This is an optimization exercise on Yosys and OpenROAD, whose aim is small area and a short achievable clock period, not a production implementation.
In this exercise RTL edits were held to simulation tests only and were not proved equivalent to the original.
No activity file was given, so power comes from the tool's default toggle rates.

// Dividor_Segmentado
module Dividor_Segmentado #(
    parameter integer tamanyo = 32
) (
    input CLK, RSTa, Start,
    input logic [tamanyo-1:0] Num, Den,
    output logic Done,
    output logic [tamanyo-1:0] Coc, Res
);
For scale: roughly 7300 cells after synthesis, roughly 2600 flip-flops, about 130 I/O pins, about 85000 sq um of cells after synthesis.
clock: 6.0 ns
lec_check: 0
cap_margin: 20
core_margin: 2
core_utilization: 40
cts_cluster_diameter: 100
cts_cluster_size: 30
setup_slack_margin: 3.0
slew_margin: 20
run.sh (not shown) runs the stock make flow with config.mk's settings and CLKGATE_MAP_FILE= SYNTH_SCRIPT=/design/flow/synth_recipe.tcl, a recipe that flattens the netlist after the stock synthesis.
==> next run, changes <==
--- a/flow/config.mk
+++ b/flow/config.mk
@@ -12,3 +12,3 @@
 export CTS_CLUSTER_SIZE = 30
-export SETUP_SLACK_MARGIN = 3.0
+export SETUP_SLACK_MARGIN = 2.5
 export SLEW_MARGIN = 20
After rerunning: Maximum frequency falls by 3.7%; hold slack got worse by 0.021 ns; final cell count falls by 2.9%.

* * *

== run 1 ==
Another version of the RTL of Dividor_Segmentado (not shown whole).
Size in the first run: roughly 11000 cells after synthesis, ~2600 flip-flops, ~130 I/O pins, roughly 90000 sq um of cells after synthesis.
export LEC_CHECK = 0
export ABC_AREA = 1
export CAP_MARGIN = 30
export CORE_MARGIN = 2
export CORE_UTILIZATION = 40
export CTS_CLUSTER_DIAMETER = 100
export CTS_CLUSTER_SIZE = 30
export SETUP_SLACK_MARGIN = 3.75
export SLEW_MARGIN = 30
export TNS_END_PERCENT = 5
create_clock -name core_clock -period 6.0 [get_ports {CLK}]
Run 1 finished end to end and its layout was clean on timing, DRC and antenna.
The following lists how run 2 was set up differently from run 1:
- changing TNS_END_PERCENT from 5 to 0
- changing SETUP_SLACK_MARGIN from 3.75 to 3.55
==> comparison <==
Clock tree cell share of total cell area down 0.18 points in run 2 wrt run 1. Going from run 1 to run 2, register-to-register slack went down 0.09 ns, worst path required time went up 1.86 ns. Diff run 2..run 1 | number of signal-net inverters in the final layout | negligible. Going from run 1 to run 2, number of global-route vias before repair decreased by about 0.5% relative to the old numbers, number of optimization iterations in the first detailed-route pass increased by 1 relative to the old numbers. Any difference in global-route usage over all layers between run 2 and run 1 is small enough to ignore. Compare run 2 and run 1 | wire length on met2 lower: run 2. Power share of the clock group: run 2 vs run 1 — no meaningful difference. Comparing run 1 with run 2, the met1 global-route usage came out essentially unchanged.
Here is what was changed in the inputs of run 3 compared with run 2.
- SETUP_SLACK_MARGIN: 3.55 -> 3.65
## What came out
- Both conditions hold for run 3: the flow ran to the end and the final layout passed the timing, DRC and antenna checks.
- Run 2 → run 3: non-clock buffer count has increased; utilization has increased; overall routing resource usage has remained practically unchanged; minimum setup slack after placement has increased; hold slack has remained practically unchanged.
- Run 3 vs run 2 on sequential share of power: run 3 is the lower one.
Here is what was changed in the inputs of run 4 compared with run 3.
- CORE_UTILIZATION: 40 -> 46
[summary]
- Taking run 3 as the reference, in run 4 sequential share of power grew by 1.0 points, number of synthesized flops with an enable pin held steady, global routing met3 resource utilization held steady, final cell count without fillers shrank by about 3.4%, reported leakage power shrank by about 0.66%.
- Summary of run 4 over run 3: design area dropped 1100 sq um; register-to-register slack now sits lower; number of buffers added by the clock tree synthesis step -7; routed metal-1 wirelength saw an increase.
#### Input delta (run 5 over run 4)
- SLEW_MARGIN now 25, was 30
- CAP_MARGIN now 25, was 30
- CORE_UTILIZATION now 40, was 46
Results
Taking run 4 as the reference, in run 5 register-to-register slack picked up an extra 0.04 ns, routed wire length on met2 picked up an extra 4.1%, reported clock group power picked up an extra about 5%. The non-clock buffer contribution to total cell area on run 4 is in line with that on run 5. The higher non-clock buffer count of run 4 and run 5 is in run 5. Met2 usage | run 5 below run 4. Run 5 vs. run 4: minimum hold slack fell 0.0054 ns, power consumption saw an increase.

* * *

Dividor_Segmentado again, from the RTL that the note above started with.
Settings: LEC_CHECK=0, ABC_AREA=1, CAP_MARGIN=30, CORE_MARGIN=2, CORE_UTILIZATION=40, CTS_CLUSTER_DIAMETER=80, CTS_CLUSTER_SIZE=25, SETUP_SLACK_MARGIN=3.65, SLEW_MARGIN=30, TNS_END_PERCENT=0; clock period 6.0 ns.
The starting point completed without violations.
Edit:
--- a/flow/config.mk
+++ b/flow/config.mk
@@ -12,3 +12,4 @@
-export CTS_CLUSTER_DIAMETER = 80
-export CTS_CLUSTER_SIZE = 25
-export SETUP_SLACK_MARGIN = 3.65
+export CTS_CLUSTER_DIAMETER = 100
+export CTS_CLUSTER_SIZE = 30
+export PLACE_DENSITY = 0.72
+export SETUP_SLACK_MARGIN = 3.6
@@ -16 +17 @@
-export TNS_END_PERCENT = 0
+export TNS_END_PERCENT = 5
Effect: Synthesized cell count is unchanged; sequential power stays flat; wire length shrinks by 9.0%; hold slack is worse by 17 ps; clock skew came out higher by 18 ps; power went down by 5.6%; worst setup slack loses 81 ps; design area is lower by 1.8%; die area does not change; clock power decreases by 21%; core utilization is lower by 0.82 points.
Edit:
--- a/flow/config.mk
+++ b/flow/config.mk
@@ -14 +14 @@
-export PLACE_DENSITY = 0.72
+export GPL_ROUTABILITY_DRIVEN = 0
The new run produced a clean layout.
Design area climbs by 1.5%.
Routed wire length climbs by 10%.
Worst setup slack improved by 57 ps.
Via count climbs by about 2%.
Die area is unchanged.
Power climbs by about 3%.
Area after synthesis stays the same.
Edit:
--- a/flow/config.mk
+++ b/flow/config.mk
@@ -14,2 +14 @@
-export GPL_ROUTABILITY_DRIVEN = 0
-export SETUP_SLACK_MARGIN = 3.6
+export SETUP_SLACK_MARGIN = 3.75
@@ -17 +16 @@
-export TNS_END_PERCENT = 5
+export TNS_END_PERCENT = 0
Outcome: Synthesized cell count is unchanged; setup slack gains 50 ps; routed wire length barely changes; critical path depth went down by 15; sequential cell count is unchanged; utilization went down by 0.20 points; design area went down by 0.45%.

port drivers added, routing unchanged:
Ports are ideal in the flow. The routed layouts listed here were re-timed in OpenROAD. Step 1 sets driving cells, clkbuf_16 on the clock port and buf_2 on the other inputs (assumed; they add their load-dependent delay and slew). Step 2, shift: input delay + t, output delay - t, t = (earliest + latest rising clock arrival at the registers) / 2. This alone moves slack from input paths to output paths. Three values: no drivers, after step 1, after step 2; two values: the first two.
run	shift t [ns]	setup WS [ns]	worst setup path after step 2
the first run of note 1	0.853	2.601 / 2.601 / 2.601	register to register
the second run of note 1	0.853	2.469 / 2.469 / 2.469	register to register
run 1	0.857	3.505 / 3.425 / 2.992	input to register
run 2	0.849	3.461 / 3.422 / 2.978	input to register
run 3	0.856	3.506 / 3.425 / 2.991	input to register
run 4	0.839	3.462 / 3.417 / 2.997	input to register
run 5	0.835	3.500 / 3.445 / 3.002	input to register
the first run of note 3	0.890	3.480 / 3.400 / 2.977	input to register
the second run of note 3	0.855	3.399 / 3.327 / 2.738	input to register
the third run of note 3	0.851	3.456 / 3.381 / 2.935	input to register
the fourth run of note 3	0.856	3.506 / 3.425 / 2.991	input to register
After both steps setup and hold are still met in every run listed. For the second run of note 3, which loses most, drivers alone change the setup slack by -0.072 ns; drivers and shift together by -0.661 ns.
